Context: an optimization exercise on an open-source flow, tuned for small area, a short achievable clock period and few clock cycles per item. The choices shown serve that exercise and are no tape-out recipe. At most, simulation tests tie the RTL to the original design; equivalence was not proved.

Design fft16, start of the top module:
module fft16 (
    input  wire              clk,
    input  wire              rst_n,
    input  wire              start,
    input  wire signed [8:0] din_i,
    input  wire signed [8:0] din_q,
    output wire              ready,
    output wire              dout_valid,
    output wire signed [8:0] dout_i,
    output wire signed [8:0] dout_q
);
==> flow/config.mk <==
export PLATFORM = sky130hd
export DESIGN_NAME = fft16
export DESIGN_NICKNAME = fft16
export VERILOG_FILES = /design/flow/design.v
export SDC_FILE = /design/flow/constraint.sdc
export NUM_CORES = 4
export LEC_CHECK = 0
export CAP_MARGIN = 20
export CORE_MARGIN = 2
export CORE_UTILIZATION = 65
export CTS_BUF_LIST = sky130_fd_sc_hd__clkbuf_16
export CTS_CLUSTER_DIAMETER = 80
export CTS_CLUSTER_SIZE = 24
export PLACE_DENSITY = 0.75
export SLEW_MARGIN = 20
==> flow/constraint.sdc <==
create_clock -name core_clock -period 10.0 [get_ports {clk}]
set_input_delay 2.0000 -clock core_clock [delete_from_list [all_inputs] [get_ports {clk}]]
set_output_delay 2.0000 -clock core_clock [all_outputs]
set_load 0.01 [all_outputs]
standard.sh (not shown) runs the stock make flow with config.mk's settings and CLKGATE_MAP_FILE= SYNTH_SCRIPT=/design/flow/synth_recipe.tcl, a recipe that flattens the netlist after the stock synthesis.
==> flow/flow/run.sh <==
#!/bin/bash
# The standard layout (the standard.sh: unchanged synthesis and steps),
# with the port buffers made of sky130_fd_sc_hd__buf_2 cells instead of the
# delay-buffer cells buffer_ports picks by default, and timing repair asked
# to leave a setup margin of 6.9 ns (the clock period stays 10 ns).
export BUFFER_PORTS_ARGS="-buffer_cell sky130_fd_sc_hd__buf_2"
export SETUP_SLACK_MARGIN=6.9
bash standard.sh > standard.log 2>&1
Testbench counts at the start, summed over its fixed seeds: cycles 6,368, frames 384.
Change:
Settings changed: CORE_UTILIZATION 65 to 70, CTS_CLUSTER_DIAMETER 80 to 100, CTS_CLUSTER_SIZE 24 to 30, PLACE_DENSITY 0.75 to 0.8.
Result: Setup slack gets worse by 0.066 ns; cell count came out lower by about 1.7%; maximum frequency came out lower by 2.1%; critical path depth came out higher by 12; worst hold slack gets worse by 0.032 ns; utilization came out higher by 4.8 points; non-clock buffer count came out higher by 4; count of clock-buffer cells in the layout came out lower by 12; design area came out lower by 0.69%.
Change:
Settings changed: ABC_CLOCK_PERIOD_IN_PS set to 3000, CORE_UTILIZATION 70 to 65, PLACE_DENSITY 0.8 to 0.75.
- first-iteration DRC count fell by 13%
- core utilization fell by 5.4 points
- final cell count rose by about 1.4%
- design area stays flat
- global-route usage fell by 2.0 points
Change:
Settings changed: ABC_CLOCK_PERIOD_IN_PS 3000 to unset.
Outcome: Hold slack does not change; worst setup slack stays the same; utilization does not change; maximum frequency does not change; wire length is unchanged; count of clock-buffer cells in the layout stays the same; first-iteration DRC count is unchanged.

* * *

Setup of build 21:
fft16, a different RTL version from the one above (not shown whole).
For scale: about 4,200 cells after synthesis, roughly 660 flip-flops, ~41 I/O pins, about 39,000 um2 of cells after synthesis.
==> flow/config.mk <==
export PLATFORM = sky130hd
export DESIGN_NAME = fft16
export DESIGN_NICKNAME = fft16
export VERILOG_FILES = /design/flow/design.v
export SDC_FILE = /design/flow/constraint.sdc
export NUM_CORES = 4
export LEC_CHECK = 0
export CAP_MARGIN = 20
export CORE_MARGIN = 2
export CORE_UTILIZATION = 40
export CTS_BUF_LIST = sky130_fd_sc_hd__clkbuf_8
export CTS_CLUSTER_DIAMETER = 60
export CTS_CLUSTER_SIZE = 16
export SLEW_MARGIN = 20
==> flow/constraint.sdc <==
create_clock -name core_clock -period 10.0 [get_ports {clk}]
set_input_delay 2.0000 -clock core_clock [delete_from_list [all_inputs] [get_ports {clk}]]
set_output_delay 2.0000 -clock core_clock [all_outputs]
set_load 0.01 [all_outputs]
Scripts as last shown in full above: flow/flow/run.sh
Testbench counts of build 21, summed over its fixed seeds: cycles 6,368, frames 384.
## Diff of input files: build 81 against build 21
# build 21
export LEC_CHECK = 0
export CAP_MARGIN = 20
export CORE_MARGIN = 2
export CORE_UTILIZATION = 40
export CTS_BUF_LIST = sky130_fd_sc_hd__clkbuf_8
export CTS_CLUSTER_DIAMETER = 60
export CTS_CLUSTER_SIZE = 16
export SLEW_MARGIN = 20
create_clock -name core_clock -period 10.0 [get_ports {clk}]
# build 81
export LEC_CHECK = 0
export CAP_MARGIN = 20
export CORE_MARGIN = 2
export CORE_UTILIZATION = 40
export SLEW_MARGIN = 20
create_clock -name core_clock -period 10.0 [get_ports {clk}]
--- outcome ---
On area of the core region, build 21 and build 81 are neck and neck.
Lower wire length reported by the detailed router was reported by build 21, not build 81.
Setup slack came out lower on build 81 than on build 21.
Re clock latency at the later pin of the worst-skew pair: build 21 was higher than build 81.
Build 81 ended up with a higher clock-buffer cell count than build 21 did.
For build 2, these inputs were changed with respect to build 81:
# build 81
export LEC_CHECK = 0
export CAP_MARGIN = 20
export CORE_MARGIN = 2
export CORE_UTILIZATION = 40
export SLEW_MARGIN = 20
create_clock -name core_clock -period 10.0 [get_ports {clk}]
# build 2
export LEC_CHECK = 0
export CAP_MARGIN = 20
export CORE_MARGIN = 2
export CORE_UTILIZATION = 40
export CTS_BUF_LIST = sky130_fd_sc_hd__clkbuf_8
export CTS_CLUSTER_DIAMETER = 60
export CTS_CLUSTER_SIZE = 16
export SLEW_MARGIN = 20
create_clock -name core_clock -period 10.0 [get_ports {clk}]
diff --git a/flow/flow/run.sh b/flow/flow/run.sh
--- a/flow/flow/run.sh
+++ b/flow/flow/run.sh
@@ -5 +5 @@
-# to leave a setup margin of 6.9 ns (the clock period stays 10 ns).
+# to leave a setup margin of 7.2 ns (the clock period stays 10 ns).
@@ -7 +7 @@
-export SETUP_SLACK_MARGIN=6.9
+export SETUP_SLACK_MARGIN=7.2
## What came out
- Build 2 | status: complete | timing, DRC, antenna: pass
- Going from build 81 to build 2, highest net fanout along the worst path fell by 9; first-iteration DRC count shows a reduction of 76.
- Summary — maximum clock frequency, build 2 relative to build 81: higher, by about 2.3%.
## Diff of input files: build 19 against build 2
# build 2
export LEC_CHECK = 0
export CAP_MARGIN = 20
export CORE_MARGIN = 2
export CORE_UTILIZATION = 40
export CTS_BUF_LIST = sky130_fd_sc_hd__clkbuf_8
export CTS_CLUSTER_DIAMETER = 60
export CTS_CLUSTER_SIZE = 16
export SLEW_MARGIN = 20
create_clock -name core_clock -period 10.0 [get_ports {clk}]
# build 19
export LEC_CHECK = 0
export CAP_MARGIN = 20
export CORE_MARGIN = 2
export CORE_UTILIZATION = 40
export SLEW_MARGIN = 20
create_clock -name core_clock -period 10.0 [get_ports {clk}]
==> flow/flow/run.sh <==
#!/bin/bash
# The standard layout (the standard.sh, unchanged synthesis and steps),
# with the port buffers made of sky130_fd_sc_hd__buf_2 cells instead of the
# delay-buffer cells buffer_ports picks by default.
export BUFFER_PORTS_ARGS="-buffer_cell sky130_fd_sc_hd__buf_2"
bash standard.sh > standard.log 2>&1
## What came out
- Source-to-sink clock delay at the later pin of the worst-skew pair down 0.07 ns in build 19 wrt build 2
- The wire length in build 2 is 1.07 times that in build 19.
- Sequential share of layout area (higher): build 19
- Clock tree cell share of total cell area ends up higher on build 19.
- Build 19 packs its core more loosely than build 2.
- Build 19 vs build 2 — length of routed met3 wiring dropped by more than 10%
- STATUS register-to-register slack: build 19 loses against build 2
- Build 19 went all the way through synthesis, placement and routing and the layout is clean on timing, DRC and antenna.
- Reported for build 19 and build 2, total of max-cap violations turned out identical to the last digit.
- Gate count after technology mapping: build 19 vs build 2 identical
- In build 19 the final period utilization turned out 10 points higher than in build 2.
Changes in build 97 relative to build 19:
==> flow/run.sh (new file) <==
#!/bin/bash
# synth_recipe.tcl (not shown) runs the flow's synth.tcl, then flattens the netlist and writes it again
# the make line also repeats each setting of config.mk as NAME=value (left out here)
make -C /OpenROAD-flow-scripts/flow DESIGN_CONFIG=/design/flow/config.mk WORK_HOME=/design/flow/orfs CLKGATE_MAP_FILE= SYNTH_SCRIPT=/design/flow/synth_recipe.tcl finish
removed: flow/flow/run.sh
removed: flow/standard.sh
Build 19 was carried through to the last stage, and its layout satisfied the timing, DRC and antenna checks.
Build 97: all stages complete, timing, DRC and antenna checks passed
Per the comparison of build 97 with build 19, aggregate routed wire length picked up an extra 0.82%; worst hold slack lost 0.0056 ns; worst-case headroom to the max-slew limit picked up an extra 4.4 points; final critical-path share of the clock period picked up an extra 0.63 points.

* * *

Another version of the RTL of fft16 (not shown whole).
Size in the first run: about 4100 cells after synthesis, about 39000 um^2 of cells after synthesis.
Design fft16, start of the top module:
module fft16 (
    input  wire              clk,
    input  wire              rst_n,
    input  wire              start,
    input  wire signed [8:0] din_i,
    input  wire signed [8:0] din_q,
    output wire              ready,
    output wire              dout_valid,
    output wire signed [8:0] dout_i,
    output wire signed [8:0] dout_q
);
Settings: LEC_CHECK=0, CAP_MARGIN=20, CORE_MARGIN=2, CORE_UTILIZATION=40, SLEW_MARGIN=20; clock period 10.0 ns.
==> flow/flow/run.sh <==
#!/bin/bash
# The standard layout (the standard.sh: unchanged synthesis and steps),
# with the port buffers made of sky130_fd_sc_hd__buf_2 cells instead of the
# delay-buffer cells buffer_ports picks by default, and timing repair asked
# to leave a setup margin of 6.9 ns (the clock period stays 10 ns).
export BUFFER_PORTS_ARGS="-buffer_cell sky130_fd_sc_hd__buf_2"
export SETUP_SLACK_MARGIN=6.9
bash standard.sh > standard.log 2>&1
The first run finished with timing, DRC and antenna clean.
Next try:
--- a/flow/config.mk
+++ b/flow/config.mk
@@ -9,3 +9,6 @@
 export CORE_MARGIN = 2
-export CORE_UTILIZATION = 40
+export CORE_UTILIZATION = 55
+export CTS_BUF_LIST = sky130_fd_sc_hd__clkbuf_8
+export CTS_CLUSTER_DIAMETER = 60
+export CTS_CLUSTER_SIZE = 16
 export SLEW_MARGIN = 20
The new run produced a clean layout; critical path depth drops by 3; sequential cell count stays the same; non-clock buffer count rises by 3; setup slack is better by 0.021 ns; wire length shrinks by 1.7%.
No run of this note included a check of the RTL's function; only the layout flow was run.

[re-timing with driven ports]
Ports are ideal in the flow. The routed layouts listed here were re-timed in OpenROAD.
Step 1 sets driving cells, clkbuf_16 on the clock port and buf_2 on the other inputs (assumed; they add their load-dependent delay and slew).
Step 2, shift: input delay + t, output delay - t, t = (earliest + latest rising clock arrival at the registers) / 2. This alone moves slack from input paths to output paths.
Three values: no drivers, after step 1, after step 2; two values: the first two.
run | t, ns | setup slack, ns | hold WS [ns] | worst setup path at the end | slew at the worst register clock pin (ns)
the first run of note 1 | 0.652 | 6.906 / 6.843 / 6.970 | 0.322 / 0.322 / 0.322 | register to register | 0.09 / 0.09
the second run of note 1 | 0.678 | 6.840 / 6.830 / 6.840 | 0.289 / 0.289 / 0.289 | register to register | 0.12 / 0.12
the third run of note 1 | 0.670 | 6.880 / 6.816 / 6.986 | 0.323 / 0.323 / 0.323 | register to register | 0.11 / 0.11
the fourth run of note 1 | 0.670 | 6.880 / 6.816 / 6.986 | 0.323 / 0.323 / 0.323 | register to register | 0.11 / 0.11
build 21 | 0.768 | 6.754 / 6.699 / 6.754 | 0.294 / 0.295 / 0.295 | register to register | 0.11 / 0.11
build 81 | 0.669 | 6.735 / 6.735 / 6.735 | 0.302 / 0.302 / 0.302 | register to register | 0.07 / 0.07
build 2 | 0.734 | 6.808 / 6.750 / 6.848 | 0.310 / 0.310 / 0.310 | register to register | 0.11 / 0.11
build 19 | 0.682 | 5.777 / 5.777 / 5.777 | 0.313 / 0.313 / 0.313 | register to register | 0.07 / 0.07
build 97 | 0.675 | 5.714 / 5.714 / 5.714 | 0.307 / 0.307 / 0.307 | register to register | 0.07 / 0.07
the first run of note 3 | 0.687 | 6.563 / 6.563 / 6.563 | 0.313 / 0.313 / 0.313 | register to register | 0.07 / 0.07
the second run of note 3 | 0.782 | 6.584 / 6.584 / 6.584 | 0.322 / 0.322 / 0.322 | register to register | 0.10 / 0.10
After both steps every run listed still meets setup and hold.
